From an optimization exercise on the open Yosys and OpenROAD flow, aimed at small area; shortcuts taken in it are not production practice.
In this exercise RTL edits were held to simulation tests only and were not proved equivalent to the original.
No run shown here takes its clock network from TritonCTS; it comes from the design's own scripts or RTL.
The flow treats the clock pin as an ideal source. Dropping or thinning the clock tree relies on that and would not hold on a real chip.
Power is estimated from default activity; no workload was simulated.

==> flow/config.mk <==
export PLATFORM = sky130hd
export DESIGN_NAME = measure_cotr
export DESIGN_NICKNAME = measure_cotr
export VERILOG_FILES = /design/flow/design.v
export SDC_FILE = /design/flow/constraint.sdc
export NUM_CORES = 4
export LEC_CHECK = 0
export CAP_MARGIN = 20
export CORE_MARGIN = 2
export CORE_UTILIZATION = 75
export SLEW_MARGIN = 20
==> flow/constraint.sdc <==
create_clock -name core_clock -period 10.0 [get_ports {clk_sys}]
set_input_delay 2.0000 -clock core_clock [delete_from_list [all_inputs] [get_ports {clk_sys}]]
set_output_delay 2.0000 -clock core_clock [all_outputs]
set_load 0.01 [all_outputs]
==> flow/flow/run.sh <==
#!/bin/bash
# Standard ORFS layout with two changes: the port buffers are buf_1 cells, and the
# clock tree is a single level of buffers placed by flow/cts.tcl instead of TritonCTS.
set -euo pipefail
export BUFFER_PORTS_ARGS="-buffer_cell sky130_fd_sc_hd__buf_1"
bash standard.sh place > 1_place.log 2>&1
openroad -no_init -exit flow/cts.tcl > 2_cts.log 2>&1
bash standard.sh finish > 3_finish.log 2>&1
==> flow/flow/manual_cts.tcl <==
# manual_cts NBUF BUFCELL: split the sinks of net clk_sys into NBUF clusters by
# k-means on their locations, and drive each cluster from its own BUFCELL
# instance, placed at the cluster's centroid and fed by clk_sys.
proc manual_cts { nbuf bufcell } {
  set block [ord::get_db_block]
  set db [ord::get_db]
  set clknet [$block findNet clk_sys]
  set master [$db findMaster $bufcell]
  set pts {}
  foreach it [$clknet getITerms] {
    set loc [[$it getInst] getLocation]
    lappend pts [list [lindex $loc 0] [lindex $loc 1] $it]
  }
  set pts [lsort -integer -index 0 $pts]
  set n [llength $pts]
  # initial centres: spread along x
  set cx {}; set cy {}
  for {set b 0} {$b < $nbuf} {incr b} {
    set p [lindex $pts [expr {($b * $n + $n / 2) / $nbuf}]]
    lappend cx [lindex $p 0]; lappend cy [lindex $p 1]
  }
  for {set iter 0} {$iter < 30} {incr iter} {
    set sx [lrepeat $nbuf 0]; set sy [lrepeat $nbuf 0]; set sn [lrepeat $nbuf 0]
    # balanced assignment: nearest centre with room, shortest distances first
    set cap [expr {($n + $nbuf - 1) / $nbuf}]
    set pairs {}
    set i 0
    foreach p $pts {
      for {set b 0} {$b < $nbuf} {incr b} {
        set d [expr {abs([lindex $p 0] - [lindex $cx $b]) + abs([lindex $p 1] - [lindex $cy $b])}]
        lappend pairs [list $d $i $b]
      }
      incr i
    }
    set asg [lrepeat $n -1]
    foreach pr [lsort -integer -index 0 $pairs] {
      lassign $pr d i b
      if {[lindex $asg $i] >= 0 || [lindex $sn $b] >= $cap} { continue }
      lset asg $i $b
      set p [lindex $pts $i]
      lset sx $b [expr {[lindex $sx $b] + [lindex $p 0]}]
      lset sy $b [expr {[lindex $sy $b] + [lindex $p 1]}]
      lset sn $b [expr {[lindex $sn $b] + 1}]
    }
    for {set b 0} {$b < $nbuf} {incr b} {
      if {[lindex $sn $b] > 0} {
        lset cx $b [expr {[lindex $sx $b] / [lindex $sn $b]}]
        lset cy $b [expr {[lindex $sy $b] / [lindex $sn $b]}]
      }
    }
  }
  for {set b 0} {$b < $nbuf} {incr b} {
    if {[lindex $sn $b] == 0} { continue }
    set net [odb::dbNet_create $block "clknet_m$b"]
    $net setSigType CLOCK
    set inst [odb::dbInst_create $block $master "clkbuf_m$b"]
    $inst setLocation [lindex $cx $b] [lindex $cy $b]
    $inst setPlacementStatus PLACED
    [$inst findITerm A] connect $clknet
    [$inst findITerm X] connect $net
  }
  foreach p $pts b $asg {
    set it [lindex $p 2]
    $it disconnect
    $it connect [$block findNet "clknet_m$b"]
  }
  puts "manual_cts: cluster sizes $sn"
}
==> flow/design.v <==
`timescale 1ns / 1ps
module measure_cotr
(
    input           clk_sys,
    input           clk_samp,
    input           rst_n,
    input [11:0]    AD_data,
    output [1:0]    cotr_sig,
    output [23:0]   data_out
);
    localparam [2:0] PH_IDLE0 = 3'd0,
                     PH_IDLE1 = 3'd3,
                     PH_START = 3'd1,
                     PH_COUNT = 3'd5,
                     PH_LAST  = 3'd4,
                     PH_DONE  = 3'd6,
                     PH_W     = 3'd2;
    reg        samp0, samp1;
    reg [2:0]  ph;
    reg [1:0]  cotr;
    reg [7:0]  cnt;
    reg [22:0] dout;
    reg [3:0]  k;
    reg        m;
    reg        c;
    reg [10:0] P;
    reg [11:0] Q;
    reg [29:0] S;
    wire strobe   = samp0 & ~samp1;
    wire counting = (ph == PH_COUNT);
    wire cnt_last = (cnt == 8'h80);      
    wire active   = |k;
    wire [12:0] term = Q[0] ? {Q[11:1], 1'b0, 1'b1} : 13'd0;
    wire [12:0] V;
    wire [12:0] vc;
    assign V[0]  = P[0] ^ term[0];
    assign vc[0] = P[0] & term[0];
    assign V[1]  = P[1] ^ vc[0];
    assign vc[1] = P[1] & vc[0];
    genvar gi;
    generate
        for (gi = 2; gi <= 10; gi = gi + 1) begin : g_fa
            assign V[gi]  = P[gi] ^ term[gi] ^ vc[gi-1];
            assign vc[gi] = (P[gi] & term[gi]) | (P[gi] & vc[gi-1]) | (term[gi] & vc[gi-1]);
        end
    endgenerate
    assign V[11]  = term[11] ^ vc[10];
    assign vc[11] = term[11] & vc[10];
    assign V[12]  = term[12] ^ vc[11];
    assign vc[12] = 1'b0;
    wire [1:0]  d    = (k <= 4'd11) ? V[1:0] : 2'b00;
    wire [1:0]  a    = m ? 2'b00 : S[1:0];
    wire        s0   = a[0] ^ d[0] ^ c;
    wire        c0   = (a[0] & d[0]) | (a[0] & c) | (d[0] & c);
    wire        s1   = a[1] ^ d[1] ^ c0;
    wire        c1   = (a[1] & d[1]) | (a[1] & c0) | (d[1] & c0);
    wire [21:0] res  = S[27:6];
    always @(posedge clk_sys) begin
        samp0 <= clk_samp;
        samp1 <= samp0;
    end
    always @(posedge clk_sys) begin
        Q <= strobe ? AD_data : {1'b0, Q[11:1]};
        P <= strobe ? 11'd0 : V[12:2];
        c <= active & c1;
        if (active)
            S <= {s1, s0, S[29:2]};
    end
    always @(posedge clk_sys) begin
        if (!rst_n) begin
            k <= 4'd0;
            m <= 1'b1;
        end else begin
            k <= (strobe | active) ? k + 4'd1 : 4'd0;
            if (strobe)
                m <= m | ~counting | cnt_last;
            else if (&k)
                m <= 1'b0;
        end
    end
    wire load = (ph == PH_DONE) && (res >= 22'd13141 || cotr[1]);
    always @(posedge clk_sys) begin
        if (!rst_n || load)
            dout <= {cotr[1], res} & {23{rst_n}};
    end
    always @(posedge clk_sys) begin
        if (!rst_n || (counting && strobe))
            cnt <= rst_n ? {cnt[6:0], cnt[7] ^ cnt[5] ^ cnt[4] ^ cnt[3]} : 8'h01;
    end
    always @(posedge clk_sys) begin
        if (!rst_n) begin
            ph   <= PH_IDLE0;
            cotr <= 2'b00;
        end else begin
            case (ph)
                PH_IDLE0: ph <= PH_IDLE1;
                PH_IDLE1: begin
                    cotr <= 2'b00;
                    ph   <= PH_START;
                end
                PH_W: begin
                    cotr <= {cotr[0], ~cotr[0]};
                    ph   <= PH_START;
                end
                PH_START: ph <= PH_COUNT;
                PH_COUNT: begin
                    if (strobe && cnt_last)
                        ph <= PH_LAST;
                end
                PH_LAST: ph <= PH_DONE;
                PH_DONE: begin
                    if (load)
                        ph <= PH_IDLE0;
                    else
                        ph <= PH_W;
                end
                default: ph <= PH_IDLE0;
            endcase
        end
    end
    assign cotr_sig = cotr;
    assign data_out = {dout[22], 1'b0, dout[21:0]};
endmodule
==> flow/standard.sh <==
#!/bin/bash
# synth_recipe.tcl (not shown) runs the flow's synth.tcl, then flattens the netlist and writes it again
# the make line also repeats each setting of config.mk as NAME=value (left out here)
make -C /OpenROAD-flow-scripts/flow DESIGN_CONFIG=/design/flow/config.mk WORK_HOME=/design/flow/orfs CLKGATE_MAP_FILE= SYNTH_SCRIPT=/design/flow/synth_recipe.tcl "${@:-finish}"
==> flow/flow/cts.tcl <==
# Clock tree: the clock port drives NBUF buffers, each serving one cluster of the
# clock sinks (k-means on the placed sink locations).
set res orfs/results/sky130hd/measure_cotr/base
set plat $::env(FLOW_HOME)/platforms/sky130hd
read_lef $plat/lef/sky130_fd_sc_hd.tlef
read_lef $plat/lef/sky130_fd_sc_hd_merged.lef
read_liberty $plat/lib/sky130_fd_sc_hd__tt_025C_1v80.lib
read_db $res/3_place.odb
read_sdc $res/3_place.sdc
source $plat/setRC.tcl
source flow/manual_cts.tcl
manual_cts 4 sky130_fd_sc_hd__buf_12
set_propagated_clock [all_clocks]
estimate_parasitics -placement
detailed_placement
check_placement -verbose
estimate_parasitics -placement
report_clock_skew
report_checks -path_delay min
report_check_types -max_slew -max_capacitance -violators
write_db $res/4_1_cts.odb
write_sdc -no_timestamp $res/4_cts.sdc
==> results.yml, run 1 <==
hold_path:
  hp-class: "register to register"
  hold_depth: 0
floorplan:
  core_um2: 4755
  die_x_um: 74.51
  rows: 25
  die_h_um: 74.51
  ioPinCount: 41
  start_util_pct: 78.42
  die_area_um2: 5552
synth:
  synth_adder_area_share_pct: 7.584
  dominantRegCellSynth: "edfxtp_1"
  synth-edff-count: 61
  ys_ff_latch: 97
  async_flop_share_pct: 0
  synth.distinct_cells: 41
  synth.net_count: 305
  yosys_warnings: 1
  avgSynthCellArea_um2: 13.61
  synth_top_area_share_pct: 49.13
  syn_area_um2: 3729
  synth.area.mux_share_pct: 0
  ys_seq_area_share_pct: 68.46
  synth-simple-area-share_pct: 16.44
  synth-xor-area-share_pct: 1.409
  synth_compound_area_share_pct: 3.926
  syn_inst: 274
  synth_top_cell_by_area: "edfxtp_1"
  synth_top_family_by_area: "simple AND/OR/NAND/NOR gates"
  synth_area_leaders: "edfxtp_1 (49%), dfxtp_1 (19%), and2_1 (8.2%), fa_1 (5.9%), nand2_1 (3.7%)"
power:
  max-vdd-ir-drop_uv: 163.8
  leakage_nw: 1.534
  power_density_nw_per_um2: 179.8
routing:
  antenna_left: 0
  vias: 2013
  drc: 0
  first_pass_iters: 4
  viasPerCell: 5.325
  drt-total-wl_mm: 5.331
  first_iter_violations: 177
  wire_per_inst_um: 14.10
sta:
  hold_viol_final: 0
  layout_setup_ws_ns: 5.277
  tns_ns: 0
  setup_viol_count_final: 0
  timing.final.crit_period_ns: 4.723
  hold_slack_ns: 0.3713
  rsz0062_at_grt: "no"
  slew_violations: 0
  fin_skew_ns: 0.007300
  finalCritPeriodShare_pct: 47.23
  max_slew_margin_pct: 52.23
  fmax_ghz: 0.2117
  tightest_slew_ns: 0.7166
cts:
  clk-insertion-delay-late_ns: 0.13
  clkSlewWorstSetupHoldPaths_ns: 0.09
grt:
  grt_pass1_vias: 1840
  use_met1_pct: 29.90
  grt_start_max_net_pins: 38
  grt_pass1_wl_mm: 8.825
  grt.met2_usage_pct: 35.20
  grtUsageMet3_pct: 2.033
  antenna_found_initial: 0
  globalRoute.totalOverflow: 0
  grt_busiest_layer: "met2"
  grt_usage_pct: 20.87
final_layout:
  antenna_cells: 0
  drive_gt1_share_pct: 4.180
  multiInputGateArea_um2: 1105
  nets: 344
  layout_common_cells: "edfxtp_1 (61), and2_1 (49), buf_1 (39)"
  register_area_um2: 2552
  area_delta_synth_final_pct: 8.121
  fill_cells: 259
  final_common_cell: "edfxtp_1"
  finalInstanceArea_um2: 4031
worst_setup_path:
  rr_worst_depth: 16
  cp_max_fo: 12
  crit_required_ns: 10.03
  crit_type: "register to register"
  critical_path_arrival_ns: 4.75
  endpoint_kind: "register"
  start_kind: "register"
place:
  dp_hpwl_mm: 3.740
  place_ws_ns: 5.291
  portBuffers: 39
  place_area_um2: 3951
  gp_congestion: 0.7344
run:
  max_cap_violations: 0
status:
  status: "no timing/DRC/antenna violations"
-- layout make-up --
class | count | share of cell area (%)
inverter | 9 | 0.8380
multi-input combinational | 158 | 27.41
tap | 67 | 2.079
buffer | 4 | 1.986
timing repair buffer | 43 | 4.376
sequential | 97 | 63.31
-- synth_stat cells, drive strengths merged, types with 3 or more instances --
| cell | number |
|---|---|
| edfxtp | 61 |
| and2 | 50 |
| nand2 | 38 |
| dfxtp | 36 |
| fa | 11 |
| inv | 9 |
| nor2 | 9 |
| clkbuf | 7 |
| ha | 5 |
| a21oi | 4 |
| xor2 | 4 |
| buf | 3 |
| nor2b | 3 |
| o21ai | 3 |
-- stage by stage --
| step | std cells | total power, mW | util (%) |
|---|---|---|---|
| 6_report | 378 | 0.7246 | 84.79 |
| 5_1_grt | 378 | 0.7562 | 84.79 |
| 3_5_place_dp | 374 | 0.5774 | 83.11 |
| 3_3_place_gp | 374 | 0.5713 | 83.11 |
| 2_1_floorplan | 274 | 0.5497 | - |
-- layer usage --
layer / up-vias / wire length, um
li1: 998 / -
met4: 0 / 172
met3: 13 / 199
met2: 56 / 2629
met1: 946 / 2330
met5: - / 0
-- registers in the layout (all words and copies together) (netlist names) --
signal  flops
P          11
Q          12
S          30
c           1
cnt         8
cotr        2
dout       23
k           4
m           1
ph          3
samp0       1
samp1       1
-- logic make-up (layout without fill, tap and decap cells) --
group	count (synthesis)	in the layout
simple gates	115	115
flops	97	97
compound gates	20	20
buf+inv	19	56
fa+ha+maj	16	16
xor+xnor	6	6
other cells	1	1
-- worst max-delay path, cell delays in order (launching register included) --
cell	delay (ns)
dfxtp_1	0.40
ha_1	0.22
ha_1	0.19
fa_1	0.37
inv_1	0.08
fa_1	0.16
inv_1	0.05
fa_1	0.37
fa_1	0.39
fa_1	0.39
fa_1	0.40
fa_1	0.41
fa_1	0.41
fa_1	0.39
ha_1	0.20
xor2_1	0.15
nor2_1	0.05
-- power breakdown --
| group | switching [mW] | internal (mW) | total [mW] |
|---|---|---|---|
| Combinational | 0.0440 | 0.0317 | 0.0757 |
| Sequential | 0.0213 | 0.472 | 0.493 |
| Clock | 0.0909 | 0.0651 | 0.156 |
-- final timing paths --
path / from / to / slack (ns)
setup / recovery: Q[0]$_DFF_P_ / P[10]$_SDFF_PP0_ / 5.28
hold / removal: samp0$_DFF_P_ / samp1$_DFF_P_ / 0.37
setup reg to reg: Q[0]$_DFF_P_ / P[10]$_SDFF_PP0_ / 5.28
hold reg to reg: samp0$_DFF_P_ / samp1$_DFF_P_ / 0.37
==> inputs of run 2 (changes only) <==
==> flow/config.mk (replaced) <==
export PLATFORM = sky130hd
export DESIGN_NAME = measure_cotr
export DESIGN_NICKNAME = measure_cotr
export VERILOG_FILES = /design/flow/design.v
export SDC_FILE = /design/flow/constraint.sdc
export NUM_CORES = 4
export LEC_CHECK = 0
export CAP_MARGIN = 0
export CORE_MARGIN = 2
export CORE_UTILIZATION = 80
export SLEW_MARGIN = 0
==> results.yml, run 2 <==
status:
  status: "no timing/DRC/antenna violations"
floorplan:
  die_h_um: 72.27
  die_area_um2: 5223
  rows: 24
  ioPinCount: 41
  core_um2: 4414
  start_util_pct: 84.47
  die_x_um: 72.27
cts:
  clk-insertion-delay-late_ns: 0.13
  clkSlewWorstSetupHoldPaths_ns: 0.09
sta:
  tns_ns: 0
  hold_viol_final: 0
  fin_skew_ns: 0.006732
  max_slew_margin_pct: 51.86
  rsz0062_at_grt: "no"
  slew_violations: 0
  setup_viol_count_final: 0
  fmax_ghz: 0.2096
  timing.final.crit_period_ns: 4.771
  finalCritPeriodShare_pct: 47.71
  tightest_slew_ns: 0.7221
synth:
  avgSynthCellArea_um2: 13.61
  dominantRegCellSynth: "edfxtp_1"
  yosysMostFrequentCell: "edfxtp_1"
  synth_top_area_share_pct: 49.13
  synth.distinct_cells: 41
  syn_area_um2: 3729
  synth.net_count: 305
  synth_common_cells: "edfxtp_1 (61), and2_1 (49), nand2_1 (37), dfxtp_1 (36), fa_1 (11)"
  ys_ff_latch: 97
  syn_inst: 274
  synth_area_leaders: "edfxtp_1 (49%), dfxtp_1 (19%), and2_1 (8.2%), fa_1 (5.9%), nand2_1 (3.7%)"
  async_flop_share_pct: 0
  ys_seq_area_share_pct: 68.46
  synth-edff-count: 61
  yosys_warnings: 1
  synth_top_cell_by_area: "edfxtp_1"
grt:
  grt_usage_pct: 26.68
  grt_pass1_vias: 2137
  globalRoute.totalOverflow: 0
  grt_pass1_wl_mm: 10.57
  grt_start_max_net_pins: 38
  antenna_found_initial: 0
power:
  power_density_nw_per_um2: 183.2
  max-vdd-ir-drop_uv: 172.3
  leakage_nw: 1.534
final_layout:
  layout_common_cells: "edfxtp_1 (61), and2_1 (49), buf_1 (39)"
  antenna_cells: 0
  final_util_pct: 90.90
  nets: 344
  largest_reg_flops: 30
  final_common_cell: "edfxtp_1"
  drive_gt1_share_pct: 4.180
  regMostFlops: "S"
  largestRegisters: "S: 30 flops, dout: 23 flops, Q: 12 flops"
  register_area_um2: 2552
  fill_cells: 170
  instances_no_fill: 363
  area_delta_synth_final_pct: 7.617
  multiInputGateArea_um2: 1105
run:
  max_cap_violations: 0
place:
  portBuffers: 39
  placedCellCount: 359
  dp_hpwl_mm: 4.443
  gp_congestion: 0.7829
routing:
  first_iter_violations: 205
  antenna_left: 0
  drt-total-wl_mm: 6.613
  viasPerCell: 6.030
  drc: 0
  wire_per_inst_um: 18.22
  vias: 2189
  first_pass_iters: 5
worst_setup_path:
  critical_path_arrival_ns: 4.80
  crit_required_ns: 10.02
  start_kind: "register"
  cp_max_fo: 12
  endpoint_kind: "register"
  crit_type: "register to register"
hold_path:
  hp-class: "register to register"
[run 2: cell counts after synthesis]
No cell type changed its count.
[run 2: final cells by class]
class / instances / area share [%]
plain buffers: 4 / 1.996
multi-input cells: 158 / 27.53
inverters: 9 / 0.8419
well taps: 52 / 1.621
repair buffers: 43 / 4.397
flip-flops and latches: 97 / 63.61
[run 2: logic make-up (layout without fill, tap and decap cells)]
logic type	count (synthesis)	in the layout	synth area share, %
AOI/OAI and AO/OA	20	20	3.926
xor gates and xnor gates	6	6	1.409
adders and majority gates	16	16	7.584
buffers and inverters	19	56	2.081
DFF	97	97	68.46
other	1	1	0.1006
and+or+nand+nor	115	115	16.44
[run 2: report_power, final]
| part | leakage, nW | switching (mW) | internal [mW] | total, mW |
|---|---|---|---|---|
| clock | 0.0376 | 0.0922 | 0.0651 | 0.157 |
| combinational | 0.603 | 0.0483 | 0.0330 | 0.0813 |
| sequential | 0.893 | 0.0248 | 0.472 | 0.497 |
[run 2: layer usage]
metal,global-route usage (%),vias up,share of wire [%]
li1,-,1001,-
met1,35.71,1056,40
met2,48.11,121,50
met3,2.500,11,7.7
met4,6.080,0,2.3
met5,0,-,0
[run 2: worst paths after layout]
path                                    start                to  slack (ns)  cells after the start
worst max-delay path             Q[0]$_DFF_P_  P[10]$_SDFF_PP0_        5.23                     16
worst max register to register   Q[0]$_DFF_P_  P[10]$_SDFF_PP0_        5.23                     16
worst min-delay path            samp0$_DFF_P_     samp1$_DFF_P_        0.38                      0
worst min register to register  samp0$_DFF_P_     samp1$_DFF_P_        0.38                      0
[run 2: stage by stage]
stage	hold slack (ns)	setup WS [ns]	power [mW]	instance area, um2
global placement	0.3530	5.437	0.5709	3933
detailed placement	0.3634	5.302	0.5831	3933
finish	0.3774	5.229	0.7353	4013
floorplan	0.3448	5.619	0.5497	3729
global route	0.3973	5.073	0.7584	4013
[run 2: worst max-delay path: stages, from the launching register on]
cell	delay [ns]
dfxtp_1	0.42
ha_1	0.23
ha_1	0.20
fa_1	0.36
inv_1	0.08
fa_1	0.16
inv_1	0.06
fa_1	0.37
fa_1	0.40
fa_1	0.39
fa_1	0.40
fa_1	0.40
fa_1	0.40
fa_1	0.38
ha_1	0.20
xor2_1	0.16
nor2_1	0.05
==> inputs of run 3 (changes only) <==
==> flow/flow/run.sh (replaced) <==
#!/bin/bash
# Standard ORFS layout with these changes: synthesis buffers are removed before
# placement (flow/pre_place.tcl), the port buffers are buf_1 cells, and the
# clock tree is a single level of buffers placed by flow/cts.tcl instead of TritonCTS.
set -euo pipefail
export BUFFER_PORTS_ARGS="-buffer_cell sky130_fd_sc_hd__buf_1"
bash standard.sh floorplan > 1_floorplan.log 2>&1
openroad -no_init -exit flow/pre_place.tcl > 2_pre_place.log 2>&1
bash standard.sh place > 3_place.log 2>&1
openroad -no_init -exit flow/cts.tcl > 4_cts.log 2>&1
bash standard.sh finish > 5_finish.log 2>&1
==> flow/flow/pre_place.tcl (new file) <==
# Before placement: remove the buffers synthesis inserted (timing-driven
# global placement, which would otherwise do it, is off in this flow).
set res orfs/results/sky130hd/measure_cotr/base
set plat $::env(FLOW_HOME)/platforms/sky130hd
read_lef $plat/lef/sky130_fd_sc_hd.tlef
read_lef $plat/lef/sky130_fd_sc_hd_merged.lef
read_liberty $plat/lib/sky130_fd_sc_hd__tt_025C_1v80.lib
read_db $res/2_floorplan.odb
read_sdc $res/2_floorplan.sdc
source $plat/setRC.tcl
remove_buffers
write_db $res/2_floorplan.odb
--- a/flow/config.mk
+++ b/flow/config.mk
@@ -5,7 +5,8 @@
 export SDC_FILE = /design/flow/constraint.sdc
 export NUM_CORES = 4
 export LEC_CHECK = 0
-export CAP_MARGIN = 0
+export CAP_MARGIN = 20
 export CORE_MARGIN = 2
-export CORE_UTILIZATION = 80
-export SLEW_MARGIN = 0
+export CORE_UTILIZATION = 75
+export GPL_TIMING_DRIVEN = 0
+export SLEW_MARGIN = 20
==> results.yml, run 3 <==
sta:
  max_slew_margin_pct: 47.29
  rsz0062_at_grt: "no"
  fmax_ghz: 0.2118
  hold_viol_final: 0
  layout_setup_ws_ns: 5.279
  finalCritPeriodShare_pct: 47.21
  setup_viol_count_final: 0
  slew_violations: 0
  timing.final.crit_period_ns: 4.721
  fin_skew_ns: 0.01249
  tightest_slew_ns: 0.7907
  tns_ns: 0
worst_setup_path:
  path_cells: "ha_1 > ha_1 > fa_1 > inv_1 > fa_1 > inv_1 > fa_1 > fa_1 > fa_1 > fa_1 > fa_1 > fa_1 > fa_1 > ha_1 > xor2_1 > nor2_1"
  path_common_cell: "fa_1"
  path_delay_family: "adder cells"
  crit_required_ns: 9.99
  cpMaxStageDelayCell: "dfxtp_1"
  endpoint_kind: "register"
  max_stage_delay_ns: 0.43
  crit_type: "register to register"
  critical_path_arrival_ns: 4.71
  path_buf_inv: 2
  cp_max_fo: 12
  start_kind: "register"
cts:
  clk-insertion-delay-late_ns: 0.13
  clkSlewWorstSetupHoldPaths_ns: 0.10
routing:
  antenna_left: 0
  viasPerCell: 5.377
  first_pass_iters: 4
  vias: 2011
  first_iter_violations: 72
  drc: 0
  drt-total-wl_mm: 5.320
  wire_per_inst_um: 14.22
floorplan:
  die_x_um: 74.51
  die_area_um2: 5552
  rows: 25
  core_um2: 4755
  start_util_pct: 78.42
  ioPinCount: 41
  die_h_um: 74.51
synth:
  async_flop_share_pct: 0
  synth_adder_area_share_pct: 7.584
  synth_common_cells: "edfxtp_1 (61), and2_1 (49), nand2_1 (37), dfxtp_1 (36), fa_1 (11)"
  yosysMostFrequentCell: "edfxtp_1"
  dominantRegCellSynth: "edfxtp_1"
  synth_top_cell_by_area: "edfxtp_1"
  synth-edff-count: 61
  synth.net_count: 305
  syn_inst: 274
  synth-simple-area-share_pct: 16.44
  synth_area_leaders: "edfxtp_1 (49%), dfxtp_1 (19%), and2_1 (8.2%), fa_1 (5.9%), nand2_1 (3.7%)"
  synth.area.mux_share_pct: 0
  ys_seq_area_share_pct: 68.46
  ys_ff_latch: 97
  synth_top_area_share_pct: 49.13
  synth_top_family_by_area: "simple AND/OR/NAND/NOR gates"
  yosys_warnings: 1
  syn_area_um2: 3729
  synth_compound_area_share_pct: 3.926
  synth.distinct_cells: 41
  avgSynthCellArea_um2: 13.61
  synth-xor-area-share_pct: 1.409
power:
  p_int_uw: 567.4
  power_density_nw_per_um2: 179.8
  max-vdd-ir-drop_uv: 187.6
  leakage_nw: 1.517
  p_sw_share_pct: 21.37
  p_clk_share_pct: 21.7
  seqPwrFrac_pct: 68.3
  power_frac_comb_pct: 10.0
  p_sw_uw: 154.2
place:
  place_ws_ns: 5.252
  dp_hpwl_mm: 3.640
  gp_congestion: 0.7073
  portBuffers: 39
final_layout:
  layout_common_cells: "edfxtp_1 (61), and2_1 (49), buf_1 (38)"
  register_area_um2: 2552
  nets: 340
  area_delta_synth_final_pct: 7.651
  drive_gt1_share_pct: 3.909
  final_common_cell: "edfxtp_1"
  largestRegisters: "S: 30 flops, dout: 23 flops, Q: 12 flops"
  largest_reg_flops: 30
  multiInputGateArea_um2: 1116
  fill_cells: 277
  antenna_cells: 0
  regMostFlops: "S"
run:
  max_cap_violations: 0
status:
  status: "no timing/DRC/antenna violations"
grt:
  antenna_found_initial: 0
  globalRoute.totalOverflow: 0
  grt_pass1_wl_mm: 8.680
  grt_pass1_vias: 1886
  grt_usage_pct: 20.29
  grt_start_max_net_pins: 38
hold_path:
  hp-class: "register to register"
## run 3: cell counts after synthesis
No cell type changed its count.
## run 3: final cells by class
type	instances	share of cell area (%)
Tap cell	67	2.089
Buffer	4	1.995
Sequential cell	97	63.59
Inverter	9	0.8416
Multi-Input combinational cell	158	27.81
Timing Repair Buffer	39	3.678
## run 3: kinds of logic (layout without fill, tap and decap cells)
kind of cell | count (synthesis) | count (layout)
buffers and inverters | 19 | 52
other | 1 | 1
AND/OR/NAND/NOR | 115 | 115
AO/OA/AOI/OAI | 20 | 20
XOR/XNOR | 6 | 6
adder cells (fa/ha/maj) | 16 | 16
flip-flops | 97 | 97
## run 3: worst reg2reg max path: stages (launching register included)
cell and delay (ns):
dfxtp_1 0.43, ha_1 0.23, ha_1 0.20, fa_1 0.35, inv_1 0.07, fa_1 0.15, inv_1 0.05, fa_1 0.37
fa_1 0.39, fa_1 0.39, fa_1 0.39, fa_1 0.39, fa_1 0.41, fa_1 0.38, ha_1 0.20, xor2_1 0.15
nor2_1 0.05
## run 3: through the flow
stage | hold WS (ns) | util [%] | total power [mW] | instances | area (um2)
finish | 0.3706 | 84.42 | 0.7215 | 374 | 4014
global route | 0.3788 | 84.42 | 0.7531 | 374 | 4014
detailed placement | 0.3596 | 82.68 | 0.5751 | 370 | 3931
global placement | 0.3520 | 82.34 | 0.5686 | 370 | 3915
floorplan | 0.3448 | - | 0.5497 | 274 | 3729
## run 3: worst paths after layout
check / start / endpoint / slack [ns] / cells after the start
worst min register to register: samp0$_DFF_P_ / samp1$_DFF_P_ / 0.37 / 0
worst max-delay path: Q[0]$_DFF_P_ / P[10]$_SDFF_PP0_ / 5.28 / 16
worst max register to register: Q[0]$_DFF_P_ / P[10]$_SDFF_PP0_ / 5.28 / 16
worst min-delay path: samp0$_DFF_P_ / samp1$_DFF_P_ / 0.37 / 0
## run 3: per-layer routing
metal | share of wire (%) | vias to the layer above | global-route usage, %
met5 | 0 | - | 0
met4 | 1.5 | 0 | 2.183
met2 | 53 | 33 | 37.07
li1 | - | 992 | -
met1 | 43 | 979 | 28.30
met3 | 2.5 | 7 | 1.084
## run 3: power by group through the flow
stage          Sequential [mW]  Clock, mW  Combinational [mW]
2_1_floorplan            0.499          0              0.0507
3_3_place_gp             0.500          0              0.0681
3_5_place_dp             0.502          0              0.0730
5_1_grt                  0.498      0.170              0.0853
6_report                 0.493      0.157              0.0719
==> inputs of run 4 (changes only) <==
==> flow/flow/run.sh (replaced) <==
#!/bin/bash
# Standard ORFS layout with these changes:
#  - synthesis maps logic with an area-oriented ABC script (flow/abc.script);
#    everything else in synthesis, including the registers, is the standard one;
#  - synthesis buffers are removed before placement (flow/pre_place.tcl);
#  - the port buffers are buf_1 cells;
#  - the clock tree is one level of buffers placed by flow/cts.tcl.
set -euo pipefail
export BUFFER_PORTS_ARGS="-buffer_cell sky130_fd_sc_hd__buf_1"
rm -rf scripts_abc
cp -r "$FLOW_HOME/scripts" scripts_abc
cp flow/abc.script scripts_abc/abc_speed.script
bash standard.sh SCRIPTS_DIR="$PWD/scripts_abc" synth > 0_synth.log 2>&1
bash standard.sh floorplan > 1_floorplan.log 2>&1
openroad -no_init -exit flow/pre_place.tcl > 2_pre_place.log 2>&1
bash standard.sh place > 3_place.log 2>&1
openroad -no_init -exit flow/cts.tcl > 4_cts.log 2>&1
bash standard.sh finish > 5_finish.log 2>&1
==> flow/flow/abc.script (new file) <==
strash
&get -n
&fraig -x
&put
scorr
dc2
strash
&get -n
&dch -f
&nf -p -R 1000
&put
topo
dnsize -c
==> results.yml, run 4 <==
worst_setup_path:
  r2r-end: "P[10]$_SDFF_PP0_"
  path_cells: "ha_1 > ha_1 > fa_1 > clkinv_1 > fa_1 > clkinv_1 > fa_1 > fa_1 > fa_1 > fa_1 > fa_1 > fa_1 > fa_1 > ha_1 > and3_1 > nor3_1"
  r2r_start: "Q[0]$_DFF_P_"
  endpoint_kind: "register"
  cpMaxStageDelayCell: "dfxtp_1"
  crit_required_ns: 10.05
  rr_worst_depth: 16
  cp_max_fo: 13
  critical_path_arrival_ns: 4.89
  path_common_cell: "fa_1"
  start_kind: "register"
  crit_type: "register to register"
  r2r_slack_ns: 5.17
  max_stage_delay_ns: 0.42
final_layout:
  largest_reg_flops: 30
  finalInstanceArea_um2: 3959
  fill_cells: 235
  final_common_cell: "edfxtp_1"
  instances_no_fill: 339
  drive_gt1_share_pct: 3.509
  largestRegisters: "S: 30 flops, dout: 23 flops, Q: 12 flops"
  layout_common_cells: "edfxtp_1 (61), and2_0 (40), buf_1 (38)"
  regMostFlops: "S"
  area_delta_synth_final_pct: 8.916
  nets: 318
  antenna_cells: 0
routing:
  first_iter_violations: 46
  wire_per_inst_um: 14.29
  vias: 1864
  drt-total-wl_mm: 4.844
  first_pass_iters: 4
  viasPerCell: 5.499
  antenna_left: 0
  drc: 0
synth:
  synth_common_cells: "edfxtp_1 (61), and2_0 (40), dfxtp_1 (36), nor2b_1 (14)"
  synth.net_count: 272
  avgSynthCellArea_um2: 15.08
  ys_ff_latch: 97
  yosys_warnings: 1
  ys_seq_area_share_pct: 70.22
  synth_area_leaders: "edfxtp_1 (50%), dfxtp_1 (20%), and2_0 (6.9%), fa_1 (6.1%), mux2_1 (3.4%)"
  async_flop_share_pct: 0
  synth.distinct_cells: 30
  syn_area_um2: 3635
  synth-edff-count: 61
  yosysMostFrequentCell: "edfxtp_1"
  synth_top_cell_by_area: "edfxtp_1"
  dominantRegCellSynth: "edfxtp_1"
  syn_inst: 241
  synth_top_area_share_pct: 50.40
sta:
  layout_setup_ws_ns: 5.166
  timing.final.crit_period_ns: 4.834
  fmax_ghz: 0.2068
  tns_ns: 0
  tightest_slew_ns: 0.7811
  finalCritPeriodShare_pct: 48.34
  max_slew_margin_pct: 47.93
  hold_viol_final: 0
  fin_skew_ns: 0.003628
  setup_viol_count_final: 0
  rsz0062_at_grt: "no"
  slew_violations: 0
hold_path:
  hold_depth: 0
  worstHoldEndpoint: "samp1$_DFF_P_"
  hp-class: "register to register"
  hold_start: "samp0$_DFF_P_"
power:
  leakage_nw: 1.412
  p_int_uw: 583.5
  p_clk_share_pct: 20.5
  p_sw_share_pct: 21.33
  max-vdd-ir-drop_uv: 148.5
  power_density_nw_per_um2: 187.3
  power_frac_comb_pct: 12.0
  seqPwrFrac_pct: 67.6
  p_sw_uw: 158.2
grt:
  use_met1_pct: 25.93
  grt_pass1_vias: 1829
  globalRoute.totalOverflow: 0
  grt_pass1_wl_mm: 8.128
  grt_start_max_net_pins: 38
  grt_usage_pct: 19.15
  grtUsageMet3_pct: 1.097
  antenna_found_initial: 0
  grt.met2_usage_pct: 35.42
  grt_busiest_layer: "met2"
place:
  gp_congestion: 0.7448
  dp_hpwl_mm: 3.414
  place_area_um2: 3879
  portBuffers: 39
  place_ws_ns: 5.231
  placedCellCount: 335
floorplan:
  rows: 25
  die_x_um: 73.62
  start_util_pct: 77.47
  core_um2: 4692
  ioPinCount: 41
  die_area_um2: 5419
  die_h_um: 73.62
status:
  status: "no timing/DRC/antenna violations"
run:
  max_cap_violations: 0
cts:
  clkSlewWorstSetupHoldPaths_ns: 0.09
  clk-insertion-delay-late_ns: 0.12
==> run 4: cell count changes in the layout (fill, tap and decap cells not counted), sizes merged, moves of 8 or more <==
cell    before  now
nor2b        3   14
clkinv       0    8
mux2         0   11
and2        50   40
inv          9    0
nand2       38    7
==> run 4: kinds of logic after synthesis <==
family / after synthesis / share of synthesized area, %
muxes: 11 / 3.408
buffers and inverters: 9 / 1.033
AOI/OAI and AO/OA: 18 / 2.960
adders and majority gates: 16 / 7.780
xor gates and xnor gates: 4 / 0.9640
DFF: 97 / 70.22
other: 1 / 0.1032
and+or+nand+nor: 85 / 13.53
==> run 4: cell type report <==
cell class / count / area (um2) / share of cell area (%)
Multi-Input combinational cell: 135 / 1051 / 26.55
Tap cell: 54 / 67.56 / 1.707
Inverter: 8 / 30.03 / 0.7585
Timing Repair Buffer: 41 / 177.7 / 4.488
Sequential cell: 97 / 2552 / 64.48
Buffer: 4 / 80.08 / 2.023
==> run 4: worst max-delay path: cells and delay by family, from the launching register on <==
| family | cells | cell delay (ns) |
|---|---|---|
| adders and majority gates | 12 | 3.90 |
| DFF | 1 | 0.42 |
| and+or+nand+nor | 2 | 0.29 |
| buffers and inverters | 2 | 0.13 |
==> run 4: worst max-delay path by stage <==
stage               slack [ns]           endpoint  cells past startpoint         start
global route              4.95   P[10]$_SDFF_PP0_                     16  Q[0]$_DFF_P_
global placement          4.95  dout[0]$_DFFE_PP_                      2         rst_n
floorplan                 5.45    P[9]$_SDFF_PP0_                     15  Q[0]$_DFF_P_
detailed placement        5.23   P[10]$_SDFF_PP0_                     16  Q[0]$_DFF_P_
finish                    5.17   P[10]$_SDFF_PP0_                     16  Q[0]$_DFF_P_
==> run 4: stage by stage <==
stage | hold WS (ns) | util (%) | power [mW]
floorplan | 0.3235 | - | 0.5662
global placement | 0.3307 | 81.87 | 0.5919
detailed placement | 0.3444 | 82.67 | 0.5990
global route | 0.3709 | 84.37 | 0.7735
finish | 0.3629 | 84.37 | 0.7416
==> run 4: routing by layer <==
metal  part of all wire [%]  wire [um]
met2                     52       2529
met1                     44       2114
met3                    2.6        125
met4                    1.5         74
met5                      0          0
==> run 4: power by group through the flow <==
| stage | Clock (mW) | Combinational (mW) | Sequential (mW) |
|---|---|---|---|
| floorplan | 0 | 0.0595 | 0.507 |
| global placement | 0 | 0.0826 | 0.509 |
| detailed placement | 0 | 0.0894 | 0.510 |
| global route | 0.163 | 0.103 | 0.507 |
| finish | 0.152 | 0.0887 | 0.501 |
==> inputs of run 5 (changes only) <==
--- a/flow/design.v
+++ b/flow/design.v
@@ -60,7 +60,7 @@
         samp1 <= samp0;
     end
     always @(posedge clk_sys) begin
-        Q <= strobe ? AD_data : {1'b0, Q[11:1]};
+        Q <= ({1'b0, Q[11:1]} & {12{active}}) | (AD_data & {12{strobe}});
         P <= strobe ? 11'd0 : V[12:2];
         c <= active & c1;
         if (active)
--- a/flow/flow/run.sh
+++ b/flow/flow/run.sh
@@ -4,7 +4,8 @@
 #    everything else in synthesis, including the registers, is the standard one;
 #  - synthesis buffers are removed before placement (flow/pre_place.tcl);
 #  - the port buffers are buf_1 cells;
-#  - the clock tree is one level of buffers placed by flow/cts.tcl.
+#  - after placement, cells and buffers larger than slew and capacitance need are
+#    downsized, and the clock tree is one level of buffers (flow/cts.tcl).
 set -euo pipefail
 export BUFFER_PORTS_ARGS="-buffer_cell sky130_fd_sc_hd__buf_1"
 rm -rf scripts_abc
--- a/flow/flow/cts.tcl
+++ b/flow/flow/cts.tcl
@@ -1,4 +1,5 @@
-# Clock tree: the clock port drives NBUF buffers, each serving one cluster of the
+# Downsizing of over-sized logic cells and buffers (flow/downsize.tcl), then the
+# clock tree: the clock port drives NBUF buffers, each serving one cluster of the
 # clock sinks (k-means on the placed sink locations).
 set res orfs/results/sky130hd/measure_cotr/base
 set plat $::env(FLOW_HOME)/platforms/sky130hd
@@ -9,6 +10,9 @@
 read_sdc $res/3_place.sdc
 source $plat/setRC.tcl
 source flow/manual_cts.tcl
+source flow/downsize.tcl
+estimate_parasitics -placement
+downsize_cells 0.3
 manual_cts 4 sky130_fd_sc_hd__buf_12
 set_propagated_clock [all_clocks]
 estimate_parasitics -placement
==> flow/flow/downsize.tcl (new file) <==
# downsize_cells MARGIN: give each non-register, non-port-buffer cell the smallest
# drive strength of its function for which every max-slew and max-capacitance
# check keeps at least MARGIN of its limit as slack and setup slack stays positive
# (placement parasitics).  Returns the area saved.
proc ds_ok { margin } {
  estimate_parasitics -placement
  if {[sta::max_slew_check_slack_limit] < $margin} { return 0 }
  if {[sta::max_capacitance_check_slack_limit] < $margin} { return 0 }
  if {[sta::worst_slack_cmd max] < 1e-9} { return 0 }
  return 1
}
proc downsize_cells { margin } {
  set db [ord::get_db]
  set saved 0
  foreach inst [[ord::get_db_block] getInsts] {
    set name [$inst getName]
    set m [[$inst getMaster] getName]
    if {![regexp {^(sky130_fd_sc_hd__(\w+?))_(\d+)$} $m -> base fn drive]} { continue }
    if {$drive < 2 || [string match "*df*" $fn] || [string match "input*" $name] || [string match "output*" $name]
        || [string match "clkbuf_m*" $name] || $fn eq "conb" || [string match "tap*" $fn] || [string match "fill*" $fn]} { continue }
    set a0 [$inst getMaster]
    set area0 [expr {[$a0 getWidth] * [$a0 getHeight]}]
    foreach d {0 1 2 4 6 8} {
      if {$d >= $drive} { break }
      set cand "${base}_$d"
      set cm [$db findMaster $cand]
      if {$cm eq "NULL" || [get_lib_cells -quiet $cand] eq ""} { continue }
      if {[$cm getWidth] * [$cm getHeight] >= $area0} { continue }
      replace_cell [get_cells $name] [get_lib_cells $cand]
      if {[ds_ok $margin]} {
        puts "downsize $name $m -> $cand"
        set saved [expr {$saved + $area0 - [$cm getWidth] * [$cm getHeight]}]
        break
      }
      replace_cell [get_cells $name] [get_lib_cells $m]
    }
  }
  estimate_parasitics -placement
  puts "downsize saved [expr {$saved / 1e6}] um2"
}
==> results.yml, run 5 <==
routing:
  drt-total-wl_mm: 5.183
  first_pass_iters: 4
  wire_per_inst_um: 15.07
  first_iter_violations: 141
  viasPerCell: 5.741
  antenna_left: 0
  vias: 1975
  drc: 0
synth:
  yosysMostFrequentCell: "edfxtp_1"
  ys_ff_latch: 97
  yosys_warnings: 1
  avgSynthCellArea_um2: 14.73
  ys_seq_area_share_pct: 70.71
  synth_top_cell_by_area: "edfxtp_1"
  dominantRegCellSynth: "edfxtp_1"
  syn_area_um2: 3610
  synth.net_count: 276
  synth_common_cells: "edfxtp_1 (61), and2_0 (40), dfxtp_1 (36), nor2b_1 (14), nand2_1 (12)"
  async_flop_share_pct: 0
  synth_area_leaders: "edfxtp_1 (51%), dfxtp_1 (20%), and2_0 (6.9%), fa_1 (6.1%), a22o_1 (2.7%)"
  synth-edff-count: 61
  syn_inst: 245
  synth_top_area_share_pct: 50.75
  synth.distinct_cells: 27
worst_setup_path:
  cp_max_fo: 13
  crit_type: "register to register"
  endpoint_kind: "register"
  critical_path_arrival_ns: 4.91
  start_kind: "register"
  crit_required_ns: 10.05
sta:
  layout_setup_ws_ns: 5.145
  finalCritPeriodShare_pct: 48.55
  tns_ns: 0
  slew_violations: 0
  fin_skew_ns: 0.008520
  max_slew_margin_pct: 39.38
  fmax_ghz: 0.2060
  hold_slack_ns: 0.3575
  tightest_slew_ns: 0.9075
  setup_viol_count_final: 0
  timing.final.crit_period_ns: 4.855
  rsz0062_at_grt: "no"
  hold_viol_final: 0
final_layout:
  antenna_cells: 0
  layout_common_cells: "edfxtp_1 (61), and2_0 (40), buf_1 (40)"
  fill_cells: 266
  largestRegisters: "S: 30 flops, dout: 23 flops, Q: 12 flops"
  nets: 323
  regMostFlops: "S"
  final_common_cell: "edfxtp_1"
  largest_reg_flops: 30
  area_delta_synth_final_pct: 8.319
  drive_gt1_share_pct: 2.069
  instances_no_fill: 344
floorplan:
  die_area_um2: 5384
  core_um2: 4692
  die_x_um: 73.38
  start_util_pct: 76.93
  rows: 25
  ioPinCount: 41
  die_h_um: 73.38
place:
  placedCellCount: 340
  dp_hpwl_mm: 3.618
  gp_congestion: 0.7435
  portBuffers: 39
  place_ws_ns: 5.158
grt:
  globalRoute.totalOverflow: 0
  grt_usage_pct: 20.72
  grt_start_max_net_pins: 40
  grt_pass1_vias: 1868
  grt_pass1_wl_mm: 8.776
  antenna_found_initial: 0
run:
  max_cap_violations: 0
status:
  status: "no timing/DRC/antenna violations"
hold_path:
  hp-class: "register to register"
power:
  leakage_nw: 1.415
  power_density_nw_per_um2: 173.2
  max-vdd-ir-drop_uv: 183.3
cts:
  clk-insertion-delay-late_ns: 0.13
  clkSlewWorstSetupHoldPaths_ns: 0.10
[run 5: cell types whose count changed in the layout (fill, tap and decap cells not counted), moves of 2 or more]
cell and delta:
a21boi_0 +2, buf_8 -2, mux2_1 -11, buf_1 +2, nand2_1 +5, nand4_1 -2, nand3_1 +2, a22o_1 +11
nor2_1 +2
[run 5: critical path, cell delays in order (launching register included)]
cell and delay [ns]:
dfxtp_1 0.44, ha_1 0.25, ha_1 0.20, fa_1 0.37, clkinv_1 0.07, fa_1 0.16, clkinv_1 0.07, fa_1 0.38
fa_1 0.38, fa_1 0.39, fa_1 0.40, fa_1 0.40, fa_1 0.39, fa_1 0.38, ha_1 0.20, and3_1 0.18
nor3_1 0.12
[run 5: area by class of cell]
cell class,instances,area (um2),area share [%]
Sequential cell,97,2552,65.28
Multi-Input combinational cell,140,1023,26.18
Inverter,7,26.28,0.6720
Buffer,4,80.08,2.048
Tap cell,54,67.56,1.728
Timing Repair Buffer,42,160.2,4.096
[run 5: worst paths after layout]
| check | start | endpoint | slack [ns] | cells after the start |
|---|---|---|---|---|
| max | Q[0]$_DFF_P_ | P[10]$_SDFF_PP0_ | 5.15 | 16 |
| min | samp0$_DFF_P_ | samp1$_DFF_P_ | 0.36 | 0 |
| max reg2reg | Q[0]$_DFF_P_ | P[10]$_SDFF_PP0_ | 5.15 | 16 |
| min reg2reg | samp0$_DFF_P_ | samp1$_DFF_P_ | 0.36 | 0 |
[run 5: per-layer routing]
metal  GRT usage [%]  share of wire (%)  routed length (um)  vias to the layer above
li1                -                  -                   -                      945
met1           28.40                 44                2291                      975
met2           38.24                 52                2679                       46
met3           1.097                2.7                 142                        9
met4           2.424                1.3                  69                        0
met5               0                  0                   0                        -
[run 5: logic make-up (layout without fill, tap and decap cells)]
kind of cell,count (synthesis),in the layout,synth area share (%)
simple gates,90,90,13.87
flops,97,97,70.71
xor+xnor,4,4,0.9707
compound gates,29,29,5.581
other cells,1,1,0.1039
fa+ha+maj,16,16,7.834
buf+inv,8,53,0.9361
[run 5: stage by stage]
stage                     utilization, %  area, um2  power (mW)
after floorplan                        -       3610      0.5088
after global placement             81.33       3816      0.5259
after detailed placement           82.53       3872      0.5320
after global routing               83.33       3910      0.6993
final                              83.33       3910      0.6772
[run 5: report_power, final]
part / internal, mW / total, mW / switching [mW] / leakage, nW
Sequential: 0.459 / 0.474 / 0.0149 / 0.890
Combinational: 0.0165 / 0.0462 / 0.0297 / 0.487
Clock: 0.0651 / 0.157 / 0.0923 / 0.0376
==> inputs of run 6 (changes only) <==
--- a/flow/design.v
+++ b/flow/design.v
@@ -60,7 +60,7 @@
         samp1 <= samp0;
     end
     always @(posedge clk_sys) begin
-        Q <= ({1'b0, Q[11:1]} & {12{active}}) | (AD_data & {12{strobe}});
+        Q <= strobe ? AD_data : {1'b0, Q[11:1]};
         P <= strobe ? 11'd0 : V[12:2];
         c <= active & c1;
         if (active)
==> results.yml, run 6 <==
place:
  place_ws_ns: 5.231
  dp_hpwl_mm: 3.414
  gp_congestion: 0.7448
  portBuffers: 39
worst_setup_path:
  critical_path_arrival_ns: 4.89
  r2r_start: "Q[0]$_DFF_P_"
  r2r-end: "P[10]$_SDFF_PP0_"
  max_stage_delay_ns: 0.42
  endpoint_kind: "register"
  start_kind: "register"
  path_cells: "ha_1 > ha_1 > fa_1 > clkinv_1 > fa_1 > clkinv_1 > fa_1 > fa_1 > fa_1 > fa_1 > fa_1 > fa_1 > fa_1 > ha_1 > and3_1 > nor3_1"
  rr_worst_depth: 16
  crit_required_ns: 10.05
  cp_max_fo: 13
  path_delay_family: "adder cells"
  path_buf_inv: 2
  cpMaxStageDelayCell: "dfxtp_1"
  crit_type: "register to register"
  path_common_cell: "fa_1"
  r2r_slack_ns: 5.16
routing:
  wire_per_inst_um: 13.94
  first_iter_violations: 79
  first_pass_iters: 4
  drt-total-wl_mm: 4.726
  drc: 0
  viasPerCell: 5.451
  antenna_left: 0
  vias: 1848
grt:
  grt_pass1_vias: 1820
  grt_start_max_net_pins: 38
  grt_pass1_wl_mm: 8.045
  globalRoute.totalOverflow: 0
  grt_usage_pct: 18.85
  antenna_found_initial: 0
sta:
  rsz0062_at_grt: "no"
  max_slew_margin_pct: 38.30
  hold_viol_final: 0
  tightest_slew_ns: 0.9236
  layout_setup_ws_ns: 5.158
  finalCritPeriodShare_pct: 48.42
  setup_viol_count_final: 0
  tns_ns: 0
  timing.final.crit_period_ns: 4.842
  fmax_ghz: 0.2065
  slew_violations: 0
  fin_skew_ns: 0.002614
floorplan:
  start_util_pct: 77.47
  die_h_um: 73.62
  die_x_um: 73.62
  rows: 25
  ioPinCount: 41
  die_area_um2: 5419
  core_um2: 4692
hold_path:
  hold_start: "samp0$_DFF_P_"
  worstHoldEndpoint: "samp1$_DFF_P_"
  hp-class: "register to register"
  hold_depth: 0
power:
  max-vdd-ir-drop_uv: 154.1
  leakage_nw: 1.398
  power_density_nw_per_um2: 188.3
synth:
  synth.net_count: 272
  ys_seq_area_share_pct: 70.22
  syn_area_um2: 3635
  async_flop_share_pct: 0
  synth-edff-count: 61
  avgSynthCellArea_um2: 15.08
  synth_common_cells: "edfxtp_1 (61), and2_0 (40), dfxtp_1 (36), nor2b_1 (14)"
  dominantRegCellSynth: "edfxtp_1"
  synth.distinct_cells: 30
  syn_inst: 241
  synth_top_area_share_pct: 50.40
  yosysMostFrequentCell: "edfxtp_1"
  ys_ff_latch: 97
  synth_top_cell_by_area: "edfxtp_1"
  synth_area_leaders: "edfxtp_1 (50%), dfxtp_1 (20%), and2_0 (6.9%), fa_1 (6.1%), mux2_1 (3.4%)"
  yosys_warnings: 1
final_layout:
  regMostFlops: "S"
  nets: 318
  largestRegisters: "S: 30 flops, dout: 23 flops, Q: 12 flops"
  antenna_cells: 0
  drive_gt1_share_pct: 2.105
  largest_reg_flops: 30
  fill_cells: 239
  final_common_cell: "edfxtp_1"
  area_delta_synth_final_pct: 8.124
  layout_common_cells: "edfxtp_1 (61), and2_0 (40), buf_1 (40)"
cts:
  clkSlewWorstSetupHoldPaths_ns: 0.09
  clk-insertion-delay-late_ns: 0.13
status:
  status: "no timing/DRC/antenna violations"
run:
  max_cap_violations: 0
-- run 6: metal layers --
layer  vias up  wire, um  GRT usage [%]  part of all wire, %
met2        34      2418          33.93                   51
li1        926         -              -                    -
met3         5       119          1.646                  2.5
met5         -         0              0                    0
met1       883      2137          26.22                   45
met4         0        51          2.020                  1.1
-- run 6: worst max path at each step --
stage | from | to | slack, ns | cells past startpoint
finish | Q[0]$_DFF_P_ | P[10]$_SDFF_PP0_ | 5.16 | 16
global route | Q[0]$_DFF_P_ | P[10]$_SDFF_PP0_ | 4.94 | 16
detailed placement | Q[0]$_DFF_P_ | P[10]$_SDFF_PP0_ | 5.23 | 16
global placement | rst_n | dout[0]$_DFFE_PP_ | 4.95 | 2
floorplan | Q[0]$_DFF_P_ | P[9]$_SDFF_PP0_ | 5.45 | 15
-- run 6: metrics by stage --
step           utilization (%)  total power [mW]  cells  area [um2]  hold slack, ns
2_1_floorplan                -            0.5662    241        3635          0.3235
3_3_place_gp             81.87            0.5919    333        3841          0.3307
6_report                 83.76            0.7400    339        3930          0.3596
5_1_grt                  83.76            0.7722    339        3930          0.3727
3_5_place_dp             82.67            0.5990    335        3879          0.3444
-- run 6: final cells by class --
class	instances	area (um2)	area share [%]
inverter	8	30.03	0.7641
buffer	4	80.08	2.038
tap	54	67.56	1.719
sequential	97	2552	64.95
multi-input combinational	135	1045	26.58
timing repair buffer	41	155.1	3.948
-- run 6: power by group --
group | leakage (nW) | switching [mW] | internal (mW) | total [mW]
sequential | 0.894 | 0.0231 | 0.478 | 0.501
clock | 0.0376 | 0.0872 | 0.0650 | 0.152
combinational | 0.466 | 0.0473 | 0.0398 | 0.0872
total | 1.40 | 0.158 | 0.582 | 0.740
-- run 6: cells by family after synthesis --
family	share of synthesized area [%]
xor gates and xnor gates	0.9640
muxes	3.408
other	0.1032
adders and majority gates	7.780
buffers and inverters	1.033
AOI/OAI and AO/OA	2.960
DFF	70.22
and+or+nand+nor	13.53
==> inputs of run 7 (changes only) <==
--- a/flow/design.v
+++ b/flow/design.v
@@ -60,7 +60,7 @@
         samp1 <= samp0;
     end
     always @(posedge clk_sys) begin
-        Q <= strobe ? AD_data : {1'b0, Q[11:1]};
+        Q <= ({1'b0, Q[11:1]} & {12{active}}) | (AD_data & {12{strobe}});
         P <= strobe ? 11'd0 : V[12:2];
         c <= active & c1;
         if (active)
--- a/flow/flow/run.sh
+++ b/flow/flow/run.sh
@@ -5,7 +5,7 @@
 #  - synthesis buffers are removed before placement (flow/pre_place.tcl);
 #  - the port buffers are buf_1 cells;
 #  - after placement, cells and buffers larger than slew and capacitance need are
-#    downsized, and the clock tree is one level of buffers (flow/cts.tcl).
+#    downsized, and the clock tree is two levels of inverters (flow/cts.tcl).
 set -euo pipefail
 export BUFFER_PORTS_ARGS="-buffer_cell sky130_fd_sc_hd__buf_1"
 rm -rf scripts_abc
--- a/flow/flow/cts.tcl
+++ b/flow/flow/cts.tcl
@@ -1,5 +1,5 @@
 # Downsizing of over-sized logic cells and buffers (flow/downsize.tcl), then the
-# clock tree: the clock port drives NBUF buffers, each serving one cluster of the
+# clock tree: the clock port drives one inverter, which drives five inverters, each serving one cluster of the
 # clock sinks (k-means on the placed sink locations).
 set res orfs/results/sky130hd/measure_cotr/base
 set plat $::env(FLOW_HOME)/platforms/sky130hd
@@ -13,7 +13,7 @@
 source flow/downsize.tcl
 estimate_parasitics -placement
 downsize_cells 0.3
-manual_cts 4 sky130_fd_sc_hd__buf_12
+manual_cts 5 sky130_fd_sc_hd__inv_8 sky130_fd_sc_hd__inv_4
 set_propagated_clock [all_clocks]
 estimate_parasitics -placement
 detailed_placement
==> flow/flow/manual_cts.tcl (replaced) <==
# manual_cts NLEAF LEAFCELL ROOTCELL: split the sinks of net clk_sys into NLEAF
# equal-size clusters (capacity-limited k-means on the placed sink locations) and
# drive each cluster from its own LEAFCELL instance placed at the cluster's
# centroid.  The leaves are fed by one ROOTCELL instance, the only cell on the
# clock port.  ROOTCELL and LEAFCELL are both inverters, so the sinks see the
# clock with its own polarity.
proc manual_cts { nleaf leafcell rootcell } {
  set block [ord::get_db_block]
  set db [ord::get_db]
  set clknet [$block findNet clk_sys]
  set pts {}
  foreach it [$clknet getITerms] {
    set loc [[$it getInst] getLocation]
    lappend pts [list [lindex $loc 0] [lindex $loc 1] $it]
  }
  set pts [lsort -integer -index 0 $pts]
  set n [llength $pts]
  set cx {}; set cy {}
  for {set b 0} {$b < $nleaf} {incr b} {
    set p [lindex $pts [expr {($b * $n + $n / 2) / $nleaf}]]
    lappend cx [lindex $p 0]; lappend cy [lindex $p 1]
  }
  set cap [expr {($n + $nleaf - 1) / $nleaf}]
  for {set iter 0} {$iter < 30} {incr iter} {
    set sx [lrepeat $nleaf 0]; set sy [lrepeat $nleaf 0]; set sn [lrepeat $nleaf 0]
    # balanced assignment: nearest centre with room, shortest distances first
    set pairs {}
    set i 0
    foreach p $pts {
      for {set b 0} {$b < $nleaf} {incr b} {
        set d [expr {abs([lindex $p 0] - [lindex $cx $b]) + abs([lindex $p 1] - [lindex $cy $b])}]
        lappend pairs [list $d $i $b]
      }
      incr i
    }
    set asg [lrepeat $n -1]
    foreach pr [lsort -integer -index 0 $pairs] {
      lassign $pr d i b
      if {[lindex $asg $i] >= 0 || [lindex $sn $b] >= $cap} { continue }
      lset asg $i $b
      set p [lindex $pts $i]
      lset sx $b [expr {[lindex $sx $b] + [lindex $p 0]}]
      lset sy $b [expr {[lindex $sy $b] + [lindex $p 1]}]
      lset sn $b [expr {[lindex $sn $b] + 1}]
    }
    for {set b 0} {$b < $nleaf} {incr b} {
      if {[lindex $sn $b] > 0} {
        lset cx $b [expr {[lindex $sx $b] / [lindex $sn $b]}]
        lset cy $b [expr {[lindex $sy $b] / [lindex $sn $b]}]
      }
    }
  }
  # root cell at the centre of the leaves
  set rnet [odb::dbNet_create $block "clknet_root"]
  $rnet setSigType CLOCK
  set rinst [odb::dbInst_create $block [$db findMaster $rootcell] "clkroot"]
  set rx 0; set ry 0
  for {set b 0} {$b < $nleaf} {incr b} {
    set rx [expr {$rx + [lindex $cx $b]}]; set ry [expr {$ry + [lindex $cy $b]}]
  }
  $rinst setLocation [expr {$rx / $nleaf}] [expr {$ry / $nleaf}]
  $rinst setPlacementStatus PLACED
  [$rinst findITerm A] connect $clknet
  [$rinst findITerm Y] connect $rnet
  set leafmaster [$db findMaster $leafcell]
  for {set b 0} {$b < $nleaf} {incr b} {
    set net [odb::dbNet_create $block "clknet_m$b"]
    $net setSigType CLOCK
    set inst [odb::dbInst_create $block $leafmaster "clkbuf_m$b"]
    $inst setLocation [lindex $cx $b] [lindex $cy $b]
    $inst setPlacementStatus PLACED
    [$inst findITerm A] connect $rnet
    [$inst findITerm Y] connect $net
  }
  foreach p $pts b $asg {
    set it [lindex $p 2]
    $it disconnect
    $it connect [$block findNet "clknet_m$b"]
  }
  puts "manual_cts: cluster sizes $sn"
}
--- a/flow/config.mk
+++ b/flow/config.mk
@@ -7,6 +7,6 @@
 export LEC_CHECK = 0
 export CAP_MARGIN = 20
 export CORE_MARGIN = 2
-export CORE_UTILIZATION = 75
+export CORE_UTILIZATION = 80
 export GPL_TIMING_DRIVEN = 0
 export SLEW_MARGIN = 20
==> results.yml, run 7 <==
sta:
  layout_setup_ws_ns: 5.120
  slew_violations: 0
  timing.final.crit_period_ns: 4.880
  fin_skew_ns: 0.007331
  max_slew_margin_pct: 36.07
  finalCritPeriodShare_pct: 48.80
  hold_slack_ns: 0.3586
  fmax_ghz: 0.2049
  tns_ns: 0
  rsz0062_at_grt: "no"
  tightest_slew_ns: 0.9489
  hold_viol_final: 0
  setup_viol_count_final: 0
final_layout:
  layout_common_cells: "edfxtp_1 (61), and2_0 (40), buf_1 (40)"
  fill_cells: 177
  nets: 325
  final_common_cell: "edfxtp_1"
  instances_no_fill: 344
  antenna_cells: 0
  area_delta_synth_final_pct: 7.764
  largestRegisters: "S: 30 flops, dout: 23 flops, Q: 12 flops"
  largest_reg_flops: 30
  regMostFlops: "S"
  drive_gt1_share_pct: 2.740
grt:
  grt_usage_pct: 23.43
  grt_pass1_vias: 2012
  globalRoute.totalOverflow: 0
  antenna_found_initial: 0
  grt_start_max_net_pins: 40
  grt_pass1_wl_mm: 9.259
floorplan:
  rows: 24
  die_x_um: 71.17
  die_area_um2: 5065
  start_util_pct: 82.90
  ioPinCount: 41
  core_um2: 4354
  die_h_um: 71.17
power:
  leakage_nw: 1.412
  p_clk_share_pct: 22.0
  p_sw_share_pct: 26.02
  power_density_nw_per_um2: 171.8
  max-vdd-ir-drop_uv: 172.3
  power_frac_comb_pct: 7.1
  p_sw_uw: 173.9
  seqPwrFrac_pct: 70.9
  p_int_uw: 494.4
place:
  place_ws_ns: 5.177
  gp_congestion: 0.7672
  dp_hpwl_mm: 3.949
  portBuffers: 39
  placedCellCount: 338
synth:
  ys_ff_latch: 97
  avgSynthCellArea_um2: 14.73
  synth_common_cells: "edfxtp_1 (61), and2_0 (40), dfxtp_1 (36), nor2b_1 (14), nand2_1 (12)"
  synth_top_area_share_pct: 50.75
  syn_inst: 245
  yosys_warnings: 1
  synth.net_count: 276
  yosysMostFrequentCell: "edfxtp_1"
  syn_area_um2: 3610
  dominantRegCellSynth: "edfxtp_1"
  async_flop_share_pct: 0
  synth-edff-count: 61
  synth_top_cell_by_area: "edfxtp_1"
  synth_area_leaders: "edfxtp_1 (51%), dfxtp_1 (20%), and2_0 (6.9%), fa_1 (6.1%), a22o_1 (2.7%)"
  ys_seq_area_share_pct: 70.71
  synth.distinct_cells: 27
routing:
  vias: 1977
  viasPerCell: 5.747
  first_pass_iters: 6
  drt-total-wl_mm: 5.596
  first_iter_violations: 144
  wire_per_inst_um: 16.27
  antenna_left: 0
  drc: 0
cts:
  clkSlewWorstSetupHoldPaths_ns: 0.10
  clk-insertion-delay-late_ns: 0.24
run:
  max_cap_violations: 0
worst_setup_path:
  critical_path_arrival_ns: 5.04
  crit_type: "register to register"
  endpoint_kind: "register"
  start_kind: "register"
  cp_max_fo: 13
  crit_required_ns: 10.16
hold_path:
  hp-class: "register to register"
status:
  status: "no timing/DRC/antenna violations"
run 7: final timing paths:
kind                 startpoint               end  slack [ns]  cells after the start
hold reg to reg   samp0$_DFF_P_     samp1$_DFF_P_        0.36                      0
setup / recovery   Q[0]$_DFF_P_  P[10]$_SDFF_PP0_        5.12                     16
setup reg to reg   Q[0]$_DFF_P_  P[10]$_SDFF_PP0_        5.12                     16
hold / removal    samp0$_DFF_P_     samp1$_DFF_P_        0.36                      0
run 7: worst max-delay path, stage by stage, from the launching register on:
cell      delay [ns]
dfxtp_1         0.44
ha_1            0.24
ha_1            0.19
fa_1            0.38
clkinv_1        0.07
fa_1            0.16
clkinv_1        0.07
fa_1            0.38
fa_1            0.39
fa_1            0.40
fa_1            0.41
fa_1            0.40
fa_1            0.41
fa_1            0.38
ha_1            0.20
and3_1          0.18
nor3_1          0.11
run 7: layout make-up:
class / count / area (um2) / share of cell area, %
Inverter: 13 / 88.84 / 2.284
Tap cell: 52 / 65.06 / 1.673
Timing Repair Buffer: 42 / 160.2 / 4.117
Multi-Input combinational cell: 140 / 1023 / 26.31
Sequential cell: 97 / 2552 / 65.62
run 7: layer usage:
layer | part of all wire (%) | routed length (um) | vias to the layer above | GRT usage [%]
met3 | 4.7 | 265 | 13 | 2.707
met5 | 0 | 0 | - | 0
li1 | - | - | 954 | -
met4 | 1.9 | 107 | 0 | 4.612
met1 | 42 | 2337 | 949 | 30.37
met2 | 52 | 2886 | 61 | 43.21
run 7: power by group through the flow:
stage	clock network, mW	registers [mW]	logic, mW
floorplan	0	0.482	0.0268
global placement	0	0.482	0.0435
detailed placement	0	0.483	0.0506
global route	0.160	0.477	0.0525
finish	0.147	0.474	0.0472
run 7: per-stage QoR:
step	power (mW)	util, %	area, um2
2_1_floorplan	0.5088	-	3610
3_3_place_gp	0.5255	87.59	3814
3_5_place_dp	0.5331	88.79	3866
6_report	0.6683	89.34	3890
5_1_grt	0.6895	89.34	3890
run 7: cells by family after synthesis:
| logic type | synth area share, % |
|---|---|
| buf+inv | 0.9361 |
| flops | 70.71 |
| fa+ha+maj | 7.834 |
| compound gates | 5.581 |
| simple gates | 13.87 |
| xor+xnor | 0.9707 |
| other cells | 0.1039 |

separate check: timing with driven ports:
No port has a modelled driver above. Below, the same layouts with a new extraction and two added sets of constraints. Step 1: set_driving_cell puts a clkbuf_16 on clk_sys and a buf_2 on each other input, an assumption about the parent block. Step 2 moves the port delays by t, midway between the first and last clock arrival at a register: inputs arrive t later, outputs are due t later. That takes back most of the time a late clock gives input paths. a / b / c = ideal ports / drivers / drivers and shift; a / b = the first two.
run | t, ns | slack for setup (ns) | hold WS [ns] | worst setup path after step 2 | cell pins on the clock port's net
run 1 | 0.205 | 5.277 / 5.277 / 5.277 | 0.371 / 0.371 / 0.371 | register to register | 4
run 2 | 0.207 | 5.229 / 5.229 / 5.229 | 0.377 / 0.377 / 0.377 | register to register | 4
run 3 | 0.206 | 5.279 / 5.279 / 5.279 | 0.371 / 0.371 / 0.371 | register to register | 4
run 4 | 0.200 | 5.166 / 5.166 / 5.166 | 0.363 / 0.363 / 0.363 | register to register | 4
run 5 | 0.201 | 5.145 / 5.145 / 5.145 | 0.358 / 0.358 / 0.358 | register to register | 4
run 6 | 0.202 | 5.158 / 5.158 / 5.158 | 0.360 / 0.360 / 0.360 | register to register | 4
run 7 | 0.270 | 5.120 / 5.120 / 5.120 | 0.359 / 0.359 / 0.359 | register to register | 1
After both steps setup and hold are still met in every run listed.
